Context: an optimization exercise on an open-source flow, tuned for small area, a short achievable clock period and few clock cycles. The choices shown serve that exercise and are no tape-out recipe.
The RTL was checked by simulation tests, not by an equivalence proof against the original design.
Power and IR drop assume default switching activity.

==> design.v <==
module PCALU ( in1 , in2  , out );
	input 	[7:0] in1 , in2 ;
	output 	[7:0]	out;
	assign out = in1 + in2 ;
endmodule
module PC (enable, inPC , adr_PC , reset ,clk );
  input 		enable;
  input 		[7:0] inPC;
  output	reg[7:0] adr_PC;
  input 		reset ,clk ;
always @(posedge clk)
begin
	if (reset==1)
    adr_PC <= 8'd0;
	else
	begin 
	if(!enable)	
		adr_PC <= inPC;
	end
 end 
 endmodule
module IF_stage
(  input 					clk,
	input						rst,
	input						instr_fetch_enable,
	input			[5:0]		imm_branch_offset,
	input						branch_enable,
	output 		[7:0]		pc,
	output 		[15:0]	instr,
	input			[15:0]	instr_int
);
wire [7:0] pc_plus; 
wire [7:0] pc_add , imm_branch_offset_extend;
assign imm_branch_offset_extend = { imm_branch_offset[5], imm_branch_offset[5], imm_branch_offset };
assign pc_add = ( branch_enable ) ? imm_branch_offset_extend : 8'd1;
PCALU pcalu (pc , pc_add , pc_plus);
PC m_pc ( instr_fetch_enable , pc_plus , pc , rst ,clk);
assign instr = ( branch_enable ) ? 16'b0 : instr_int;
endmodule
module controller 
(
input [3:0] opcode,
output	reg	write_back_en,  
output	reg	write_back_result_mux,  
output	reg	mem_write_en,	 
output	reg	branch_en,	 
output	reg	mux_imm_or_reg	, 
output 		[2:0]alu_opcode  
);
reg [3:0] alu_opcode_tmp;
always@(*)begin
	write_back_en= 0;
	write_back_result_mux = 0;
	mem_write_en =0 ;
	branch_en =0;
	mux_imm_or_reg =0;
	alu_opcode_tmp = 4'b0;
	if(opcode > 0 && opcode < 4'd9)
		begin
			alu_opcode_tmp = opcode-4'd1;
			write_back_en =1;
		end
	else if(opcode == 4'b 1001)  
		begin
			alu_opcode_tmp=4'b0;
			mux_imm_or_reg = 1;
			write_back_en = 1;
		end
	else if(opcode == 4'b1100)  
		begin
			branch_en=1;
		end
	else if(opcode == 4'b 1010)  
		begin
			alu_opcode_tmp = 4'b 0;
			mux_imm_or_reg =1;
			write_back_en =1;
			write_back_result_mux =1 ; 
		end
	else if(opcode == 4'b 1011)  
		begin
			alu_opcode_tmp = 4'b 0;
			mux_imm_or_reg =1;
			mem_write_en =1;
		end
	end
assign alu_opcode = alu_opcode_tmp[2:0];
endmodule
module ID_stage
(
input							clk,
input							rst,
input							instruction_decode_en,
input 						enable,
output	reg	[62:0]	pipeline_reg_out,
input				[15:0]	instruction_in,
output			[5:0]		branch_offset_imm,
output						branch_taken,
output			[2:0]		reg_read_addr_1,
output			[2:0]		reg_read_addr_2,
input				[15:0]	reg_read_data_1,
input				[15:0]	reg_read_data_2,
output			[2:0]		decoding_op_src1,
output			[2:0]		decoding_op_src2,
output branch_en_stall,
input				[15:0]	instruction_fetched,
output						branch_in_decode
);
reg 				[15:0]		instruction;
wire 				[3:0]			op; 
always @(posedge clk)
begin 
	if(rst)
		instruction <= 16'b0;
	else if ( ~instruction_decode_en )
		instruction <= instruction_in; 
end
assign op = (instruction_decode_en)? 4'b0 : instruction[15:12];
assign branch_en_stall = ( instruction_fetched[15:12] == 4'b1100 ) ? 1 : 0;
assign branch_in_decode = ( instruction[15:12] == 4'b1100 ) ? 1 : 0;
assign reg_read_addr_1 =  instruction[8:6]; 
assign reg_read_addr_2 = ( instruction[15:12] == 4'b1011 )  ?  instruction[11:9] : instruction[5:3];  
assign branch_offset_imm = instruction [5:0];
wire write_back_en,write_back_result_mux, mem_write_en,mux_imm_or_reg;
wire branch_en;
wire [15:0] offset , reg_read_data_2_mux;
wire [2:0]alu_opcode;
controller Ctrlr( op ,write_back_en,write_back_result_mux, mem_write_en, branch_en,mux_imm_or_reg ,alu_opcode);
assign offset = { instruction[5], instruction[5], instruction[5], instruction[5], instruction[5], instruction[5], instruction[5], instruction[5], instruction[5], instruction[5], instruction[5:0] };
assign reg_read_data_2_mux = (mux_imm_or_reg) ? offset : reg_read_data_2;
always@(posedge clk)
	begin
	if(rst) begin pipeline_reg_out <= 63'b0; end
	else if ( !enable )
		begin 	
			pipeline_reg_out[62:60] <= decoding_op_src1;				 
			pipeline_reg_out[59:57] <= decoding_op_src2;				 
			pipeline_reg_out[56:22] <= {alu_opcode, reg_read_data_1 , reg_read_data_2_mux };
			pipeline_reg_out[21:5] <= {mem_write_en , reg_read_data_2 };  
			pipeline_reg_out[4:0] <= {write_back_en , instruction[11:9], write_back_result_mux};
		end
	end
wire condition ;
assign	condition = (reg_read_data_1 == 16'b0 ) ? 1:0;
assign	branch_taken = branch_en & condition;
assign decoding_op_src1 = ( (instruction[15:12] == 4'b0) )      
									 ? 3'b0 : reg_read_addr_1;
assign decoding_op_src2 = ( (instruction[15:12] == 4'b1010) ||  
									 (instruction[15:12] == 4'b1001) ||  
									 (instruction[15:12] == 4'b1100) ||  
									 (instruction[15:12] == 4'b0) )      
									 ? 3'b0 : reg_read_addr_2;	
endmodule
module reg_file
(
	input	clk,
	input	rst,
	input				rg_wrt_enable,
	input		[2:0]	rg_wrt_dest,
	input		[15:0]rg_wrt_data,
	input		[2:0]	rg_rd_addr1,
	output	[15:0]rg_rd_data1,
	input 	[2:0]	rg_rd_addr2,
	output	[15:0]rg_rd_data2
);
  reg		[15:0]	R	[0:7];
  integer i;
  always @(posedge clk)
  begin
   if(rst)
     begin
       for (i = 0; i < 8; i = i + 1)
         R[i] <= 16'd0;
    end
  else if(rg_wrt_enable && (rg_wrt_dest != 0 ))
      R[rg_wrt_dest]<= rg_wrt_data;
  end
  wire wr_valid = rg_wrt_enable && (rg_wrt_dest != 0);
  assign rg_rd_data1	=	(wr_valid && rg_rd_addr1 == rg_wrt_dest) ? rg_wrt_data : R[rg_rd_addr1];
  assign rg_rd_data2	=	(wr_valid && rg_rd_addr2 == rg_wrt_dest) ? rg_wrt_data : R[rg_rd_addr2];
  endmodule
module alu(a , b , cmd , r);
  input signed [15:0] 	a , b ;
  input signed	[2:0] cmd ;
  output reg [15:0] r ; 
  always @(*)
  begin
  r = 16'd0;
  if			(cmd==3'b000)
    begin
    r	=	a	+	b;
    end 
  else if	(cmd==3'b001)
    begin
    r	=	a	-	b;
    end
  else if	(cmd==3'b010)
    begin
    r	=	a	&	b;
    end  
  else if	(cmd==3'b011)
    begin
    r =	a	| b;
    end  
  else if	(cmd==3'b100)
    begin
    r =	a	^ b;
    end  
  else if	(cmd==3'b101)
    begin
    r = a <<< b;    
    end
  else if	(cmd==3'b110)
    begin
    r = a >>> b; 
	 end
  else if	(cmd==3'b111)
    begin
    r = a >> b; 
    end 
  end
endmodule
module EX_stage
(
input							clk,
input							rst,
input							enable,
input			   [62:0]	pipline_reg_in,
output	reg 	[37:0]	pipline_reg_out,
output			[2:0]		ex_op_dest,
input 			[1:0]		forwarding_sel_1,
input 			[1:0]		forwarding_sel_2,
input 			[15:0]	Mem_data,
input 			[15:0]	WB_data,
output			mem_or_reg
);
reg [15:0] alu_input_1;
reg [15:0] alu_input_2;
wire [15:0] a , b ;
wire [2:0]  cmd ;
wire [15:0] r ;
wire mem_write;
wire [15:0] mem_data_ex;
wire [15:0] temp;
assign cmd	 = pipline_reg_in[56:54];
assign a 	 = pipline_reg_in[53:38];
assign b		 = pipline_reg_in[37:22];
always @(*)
begin
	case(forwarding_sel_1) 
		2'd0: alu_input_1 = a;
		2'd1:	alu_input_1 = Mem_data;
		2'd2:	alu_input_1 = WB_data;
		default: alu_input_1 = a;
	endcase
	case(forwarding_sel_2) 
		2'd0: alu_input_2 = b;
		2'd1:	alu_input_2 = Mem_data;
		2'd2:	alu_input_2 = WB_data;
		default: alu_input_2 = b;
	endcase
	if ( mem_write )
	alu_input_2 =b;
end
alu	alu_unit(alu_input_1 , alu_input_2 , cmd , r);
assign ex_op_dest = (pipline_reg_in[4]) ? pipline_reg_in[3:1] : 3'b0 ;
assign mem_or_reg = pipline_reg_in[0];
assign mem_write = pipline_reg_in[21];
assign mem_data_ex  = pipline_reg_in[20:5];
assign temp = (forwarding_sel_2 == 2'd1) ? Mem_data : ( (forwarding_sel_2 == 2'd2) ? WB_data : mem_data_ex ) ;
always@(posedge clk)
	begin
	if(rst) pipline_reg_out <= 38'b0;
	else if (!enable)
		begin
			pipline_reg_out[37:22] <= r;
			pipline_reg_out[21:5]  <= {mem_write , temp };
			pipline_reg_out[4:0]   <= pipline_reg_in[4:0];
		end
	end
endmodule
module MEM_stage
(
input				clk,
input				rst,
input				enable,
input				[37:0]	pipeline_reg_in,
output	reg	[36:0]	pipeline_reg_out,
output			[2:0]		mem_op_dest,
output			[15:0]	mem_addr,
output			[15:0]	mem_wdata,
output						mem_we,
input				[15:0]	mem_rdata
);
wire mem_write_en;
wire [15:0] data, q , addr;
assign mem_write_en = pipeline_reg_in [21];	
assign data = pipeline_reg_in [20:5];
assign addr = pipeline_reg_in [37:22];
assign mem_addr  = addr;
assign mem_wdata = data;
assign mem_we    = mem_write_en;
assign q         = mem_rdata;
always@(posedge clk)
	begin
	if(rst) begin pipeline_reg_out <= 37'b0; end
	else if (!enable)
			pipeline_reg_out <= {pipeline_reg_in[37:22], q , pipeline_reg_in[4:0]};
	else 
			pipeline_reg_out <= 37'd0;
	end
assign mem_op_dest = (pipeline_reg_in[4])  ? pipeline_reg_in[3:1] : 3'b0 ;
endmodule
module WB_stage
(
input			[36:0]		pipeline_reg_in,
output						reg_write_en,
output		[2:0]			reg_write_dest,
output		[15:0]		reg_write_data,
output		[2:0]			wb_op_dest
);
assign reg_write_data = (pipeline_reg_in[0]) ? pipeline_reg_in[20:5] : pipeline_reg_in[36:21];
assign reg_write_dest = pipeline_reg_in [3:1];
assign reg_write_en = pipeline_reg_in [4];
assign wb_op_dest = (reg_write_en) ? reg_write_dest  : 3'b0;
endmodule
module Forwarding (src1 , src2 , dest_Mem , dest_WB , reg_write_en_Mem , reg_write_en_WB, sel_a , sel_b , forwarding_en);
input 			[2:0] src1 , src2 , dest_Mem , dest_WB;							
input				reg_write_en_Mem , reg_write_en_WB;   
output	reg	[1:0] sel_a , sel_b;
input forwarding_en;
always@(*)
begin
	sel_a = 2'd0;
	sel_b = 2'd0;
	if(forwarding_en)
	begin 
		if ((src1 == dest_Mem) && (reg_write_en_Mem) && (src1 != 3'b0))
			sel_a = 2'd1;
		else if ( (src1 == dest_WB) && (reg_write_en_WB) && (src1 != 3'b0) )
			sel_a = 2'd2;
		else 
			sel_a = 2'd0;
		if ((src2 == dest_Mem) && (reg_write_en_Mem) && (src2 != 3'b0) )
			sel_b = 2'd1;
		else if ( (src2 == dest_WB) && (reg_write_en_WB) && (src2 != 3'b0) )
			sel_b = 2'd2;
		else 
			sel_b = 2'd0;
	end
end                   
endmodule
module hazard_detection_unit 
(
input [2:0]		decode_op_src1,
input [2:0]		decode_op_src2,
input [2:0]		ex_op_dest,
input [2:0]		mem_op_dest,
input [2:0]		wb_op_dest,
output	 reg	 pipline_stall_n,
input forwarding_en,
input mem_or_reg,
input branch_en,
input branch_in_decode,
input [2:0]		branch_src
);
always@(*)
begin
	if ((!forwarding_en) | branch_en)
		begin
			if( ( ( decode_op_src1 == ex_op_dest) && (ex_op_dest != 3'b0) ) || ( (decode_op_src1 == mem_op_dest) && (mem_op_dest != 3'b0) ) || ((decode_op_src1== wb_op_dest) && (wb_op_dest != 3'b0) ) ||
				( ( decode_op_src2 == ex_op_dest) && (ex_op_dest != 3'b0) ) || ( (decode_op_src2 == mem_op_dest) && (mem_op_dest != 3'b0) ) || ((decode_op_src2== wb_op_dest) && (wb_op_dest != 3'b0) ) )
					pipline_stall_n=1'b1;
			else
					pipline_stall_n=1'b0;
		end
	else if ( branch_in_decode && ( ((branch_src == ex_op_dest) && (ex_op_dest != 3'b0)) ||
											  ((branch_src == mem_op_dest) && (mem_op_dest != 3'b0)) ) )
		pipline_stall_n=1'b1;
	else  
		begin
			if (   
					( (decode_op_src1== ex_op_dest) && (ex_op_dest != 3'b0) && mem_or_reg ) ||
					( (decode_op_src2== ex_op_dest) && (ex_op_dest != 3'b0) && mem_or_reg ) )				
					pipline_stall_n=1'b1;
			else
					pipline_stall_n=1'b0;
		end
end 
endmodule
module datapath 
(
input			clk ,
input			rst ,
output 		[15:0] IF_reg,
output 	 	[62:0] ID_reg ,
output 		[37:0] EX_reg ,
output 		[36:0] MEM_reg ,
output		[7:0]		imem_addr,
input			[15:0]	imem_rdata,
output		[15:0]	dmem_addr,
output		[15:0]	dmem_wdata,
output					dmem_we,
input			[15:0]	dmem_rdata
);
wire 			[7:0]		pc;
wire			[2:0]		reg_read_addr_1;
wire			[2:0]		reg_read_addr_2;
wire			[15:0]	reg_read_data1;
wire			[15:0]	reg_read_data2;
wire						branch_taken;
wire 			[5:0]		branch_offset_imm;
wire 						reg_write_en;
wire 			[2:0]		reg_write_dest;
wire 			[15:0]	reg_write_data;
wire			[2:0]		decoding_op_src1;
wire			[2:0]		decoding_op_src2;
wire			[2:0]		ex_op_dest;
wire 			[2:0]		mem_op_dest;
wire 			[2:0]		wb_op_dest;
wire						pipline_stall_n;
wire 			[2:0]		src1 , src2;
wire			[2:0]		dest_Mem;
wire 						reg_write_en_Mem;
wire 			[1:0]		sel_a;
wire 			[1:0]		sel_b;
wire						forwarding_en; 
wire 						mem_or_reg;
wire 			[15:0]	Mem_reg_data;
wire 						branch_en;
wire 						branch_in_id;
assign forwarding_en = 1'b1;
wire		fetch_en;
assign	fetch_en =  pipline_stall_n;
IF_stage ifstage (clk, rst, fetch_en , branch_offset_imm ,branch_taken, pc, IF_reg, imem_rdata);
assign imem_addr = pc;
wire ID_stall;
assign ID_stall = pipline_stall_n; 
ID_stage idstage (clk, rst, ID_stall , 1'b0 ,ID_reg, IF_reg , branch_offset_imm ,branch_taken,  reg_read_addr_1, reg_read_addr_2 ,
						reg_read_data1  , reg_read_data2 , decoding_op_src1 , decoding_op_src2 , branch_en, imem_rdata, branch_in_id); 
reg_file REGFILE(clk,rst,reg_write_en ,reg_write_dest, reg_write_data, 
					reg_read_addr_1, reg_read_data1 , reg_read_addr_2 , reg_read_data2);
EX_stage exstage ( clk, rst, 1'b0 , ID_reg, EX_reg, ex_op_dest, sel_a, sel_b, Mem_reg_data, reg_write_data, mem_or_reg );
MEM_stage memstage(clk, rst, 1'b0 , EX_reg, MEM_reg, mem_op_dest,
 dmem_addr, dmem_wdata, dmem_we, dmem_rdata );
WB_stage wbstage(MEM_reg, reg_write_en, reg_write_dest, reg_write_data, wb_op_dest);
hazard_detection_unit HD ( decoding_op_src1, decoding_op_src2 , ex_op_dest, mem_op_dest, wb_op_dest, pipline_stall_n , forwarding_en , mem_or_reg, branch_en,
 branch_in_id, reg_read_addr_1);
assign src1 = ID_reg[62:60];
assign src2 = ID_reg[59:57];
assign reg_write_en_Mem = EX_reg[4];
assign dest_Mem = (EX_reg[0])  ?  3'd0 : EX_reg[3:1];
assign Mem_reg_data = EX_reg[37:22];
Forwarding fw (src1 , src2 , dest_Mem , reg_write_dest , reg_write_en_Mem , reg_write_en, sel_a, sel_b, forwarding_en);
endmodule
module MIPS (
	input				clk,
	input				rst,
	output	[7:0]		imem_addr,
	input		[15:0]	imem_rdata,
	output	[15:0]	dmem_addr,
	output	[15:0]	dmem_wdata,
	output				dmem_we,
	input		[15:0]	dmem_rdata
);
wire	[15:0] IF_reg ;
wire 	[62:0] ID_reg ;
wire	[37:0] EX_reg ;
wire	[36:0] MEM_reg ;
datapath dp ( clk , rst , IF_reg , ID_reg , EX_reg , MEM_reg ,
imem_addr, imem_rdata, dmem_addr, dmem_wdata, dmem_we, dmem_rdata
 );
endmodule
==> run.sh <==
#!/bin/bash
# synth_recipe.tcl (not shown) runs the flow's synth.tcl, then flattens the netlist and writes it again
# the make line also repeats each setting of config.mk as NAME=value (left out here)
make -C /OpenROAD-flow-scripts/flow DESIGN_CONFIG=/design/flow/config.mk WORK_HOME=/design/flow/orfs CLKGATE_MAP_FILE= SYNTH_SCRIPT=/design/flow/synth_recipe.tcl finish
==> config.mk <==
export PLATFORM = sky130hd
export DESIGN_NAME = MIPS
export DESIGN_NICKNAME = MIPS
export VERILOG_FILES = /design/flow/design.v
export SDC_FILE = /design/flow/constraint.sdc
export NUM_CORES = 4
export LEC_CHECK = 0
export CAP_MARGIN = 20
export CORE_MARGIN = 2
export CORE_UTILIZATION = 40
export PLACE_DENSITY = 0.6
export SLEW_MARGIN = 20
==> constraint.sdc <==
create_clock -name core_clock -period 8.0 [get_ports {clk}]
set_input_delay 1.6000 -clock core_clock [delete_from_list [all_inputs] [get_ports {clk}]]
set_output_delay 1.6000 -clock core_clock [all_outputs]
set_load 0.01 [all_outputs]
==> summary.txt <==
cell type report:
type / count / area, um^2
clock buffers: 45 / 975
well taps: 607 / 759
inverters: 62 / 235
multi-input cells: 1599 / 10700
clock inverters: 19 / 218
repair buffers: 124 / 1110
flip-flops and latches: 293 / 7150
fillers: 4453 / 25500
diodes: 2 / 5.00
placed cells by master, fill, tap and decap left out, types with 37 or more instances in the layout:
master           synthesis  final
dfxtp_1                165    164
clkdlybuf4s50_1          0     73
xnor2_1                 38     38
edfxtp_1               128    128
nor2_1                 265    264
mux2_2                  62     62
mux2i_1                109    105
ha_1                    59     59
buf_4                   42     50
nand2_1                260    260
a21oi_1                101    101
nor2b_1                 68     68
nor3_1                  38     38
nand3_1                 64     64
o21ai_0                 75     75
inv_1                   56     56
a31oi_1                 37     37
worst max path at each step:
stage | to | slack (ns) | cells past startpoint
floorplan | dp.ifstage.m_pc.adr_PC[7]$_SDFFE_PP0N_ | 2.55 | 26
global placement | dp.ifstage.m_pc.adr_PC[7]$_SDFFE_PP0N_ | 1.55 | 26
detailed placement | dp.ifstage.m_pc.adr_PC[7]$_SDFFE_PP0N_ | 1.38 | 26
CTS | dp.ifstage.m_pc.adr_PC[7]$_SDFFE_PP0N_ | 1.36 | 26
global route | dp.ifstage.m_pc.adr_PC[7]$_SDFFE_PP0N_ | 0.78 | 26
finish | dp.ifstage.m_pc.adr_PC[7]$_SDFFE_PP0N_ | 1.40 | 26
registers in the layout, indices dropped and copies added (netlist names), named ones only:
register	cells
dp.idstage.instruction	16
dp.exstage.pipline_reg_out	38
dp.REGFILE.R	128
dp.ifstage.m_pc.adr_PC	8
dp.idstage.pipeline_reg_out	63
dp.memstage.pipeline_reg_out	37
stage by stage:
step                total power [mW]  utilization
CTS                             4.53        0.454
detailed placement              2.88        0.429
global route                    4.70        0.454
floorplan                       2.49            -
finish                          4.54        0.454
global placement                2.87        0.428
report_power, final:
part           internal, mW  switching [mW]
sequential             1.66           0.129
combinational         0.419           0.677
clock                 0.971           0.684
total                  3.05            1.49
logic make-up (layout without fill, tap and decap cells):
family | count (synthesis) | count (layout) | share of synthesized area
compound gates | 441 | 441 | 0.160
xor+xnor | 47 | 47 | 0.0217
fa+ha+maj | 62 | 62 | 0.0421
buf+inv | 259 | 250 | 0.0636
flops | 293 | 293 | 0.377
mux | 206 | 206 | 0.135
other cells | 1 | 18 | 0.000198
simple gates | 827 | 827 | 0.201
worst reg2reg max path: cells and delay by family (launching register included):
kind | cells | cell delay [ns]
xor gates and xnor gates | 1 | 0.10
and+or+nand+nor | 8 | 1.94
muxes | 1 | 0.51
adders and majority gates | 2 | 0.43
DFF | 1 | 0.66
AOI/OAI and AO/OA | 11 | 2.11
buffers and inverters | 3 | 0.79
layer usage:
metal | vias to the layer above | wire, um
met2 | 889 | 29800
met3 | 155 | 6360
met4 | 2 | 2420
li1 | 7576 | -
met1 | 8272 | 30000
met5 | - | 12
==> flow_summary.toml <==
[global_routing]
grt_max_degree = 66
grt.busiest_layer = "met2"
gr-usage-all-layers = 0.272
met2_usage = 0.410
use_met3 = 0.0534
grt_pass1_wl_mm = 102
grt_util_met1 = 0.386
grt.overflow.total = 0
grt_pass1_vias = 15700
antenna_found_initial = 4

[timing]
fmax_mhz = 151
tightest_slew_ns = 1.10
setup_slack_ns = 1.40
fin_crit_ns = 6.60
setup_tns_ns = 0
setup_viol = 0
slew_viol_final = 0
grt_setup_unrepaired = "no"
relSlewSlack = 0.259
fin_crit_sh = 0.825
hold_slack_ns = 0.494
final_hold_viol_count = 0
final.setup_skew_ns = 0.0173

[flow_run]
drv_cap = 0

[critical_path]
rr_endpoint = "dp.ifstage.m_pc.adr_PC[7]$_SDFFE_PP0N_"
worstSetupEndpointType = "register"
reg2reg_slack_ns = 1.40
crit_start = "dp.idstage.instruction[15]$_SDFFE_PP0N_"
crit_path_frequent_cell = "a21oi_1"
worstReg2RegStart = "dp.idstage.instruction[15]$_SDFFE_PP0N_"
crit_buf_inv = 3
cp.arrival_ns = 7.09
r2r_cells = 26
crit_family = "compound AO/OA/AOI/OAI gates"
critPathKind = "reg -> reg"
critPathMaxFanout = 60
worst_ep_required_time_ns = 8.49
start_kind = "register"
slowest_delay_ns = 0.66
critPathSlowestCell = "dfxtp_1"

[yosys]
netlist_area_um2 = 19000
synth_largest_area_cell = "edfxtp_1"
ys_warn_count = 9
ys_seq_area_frac = 0.377
synth_cell_types = 98
synth-seq-cells = 293
synth-main-ff-cell = "dfxtp_1"
post-synth-top-count-cell = "nor2_1"
synthTopCellsByCount = "265 x nor2_1, 260 x nand2_1, 165 x dfxtp_1, 128 x edfxtp_1, 109 x mux2i_1"
synthTopCellsByArea = "edfxtp_1 20%, dfxtp_1 17%, mux2i_1 5.7%"
synth_top_area_frac = 0.203
syn_area_per_cell_um2 = 8.88
synth_cells = 2136
synthArstFlopShare = 0
synth-edff-count = 128

[route]
routed_wl_mm = 68.6
wl_per_cell_um = 24.9
ant_nets = 0
drtIter0Drc = 1950
first_pass_iters = 17
vias = 16900
route.detailed.drc = 0
routed_via_density = 6.14

[clock_network]
cts_hold_buf = 0
htree_levels = 2
postCtsSetupBuffers = 0
tritoncts = "built"
clkTransAtPathRegs_ns = 0.06
numCtsBuffers = 35
numClockSinks = 293
ctsResizeCount = 0
clockBufferDepth = 3
insertion_delay_ns = 0.56
root_buffer = "clkbuf_16"

[placement]
hpwl_mm = 48.5
gp_congestion = 0.956
io_buffer_count = 74
placed_cells = 2685
preCtsSetupSlack_ns = 1.38
dpl-instance-area_um2 = 20000

[worst_hold_path]
min_path_cells = 1
hold_path_end = "dp.exstage.pipline_reg_out[0]$_SDFF_PP0_"
hp-class = "reg -> reg"
hold_path_startpoint = "dp.idstage.pipeline_reg_out[0]$_SDFF_PP0_"

[floorplanning]
chipHeight_um = 222
io_pins = 75
initial_core_util = 0.407
dieArea_um2 = 49200
core_area_um2 = 46700
fp-row-count = 79
die_w_um = 222

[pwr]
power-per-cell-area_nw_per_um2 = 214
ir_worst_vdd_v = 0.000123
leakage_nw = 7.74

[cells_and_area]
layout-drive-gt1-share = 0.113
fin_cells = 2751
area_growth_pct = 11.7
stdcell_area_um2 = 21200
nets = 2211

[run_status]
outcome = "no timing/DRC/antenna violations"
Testbench counts, summed over its fixed seeds: cycles 74,148.

## re-timing with driven ports
The results above use ideal ports. As a check the final layout listed here was re-extracted and re-timed, cells and wires unchanged. Step 1, drivers: a clkbuf_16 drives clk and a buf_2 each remaining input, both assumed. Step 2, shift: input delay + t, output delay - t, t = (earliest + latest rising clock arrival at the registers) / 2. This alone moves slack from input paths to output paths. a / b / c = ideal / step 1 / step 2; a / b = the first two.
shift t [ns]: 0.609
setup slack, ns: 1.396 / 1.396 / 1.396
worst register clock-pin slew, ns: 0.07 / 0.07
After both steps this run still meets setup and hold. The setup slack of this run moves by 0.000 ns with the drivers and by 0.000 ns with both steps.
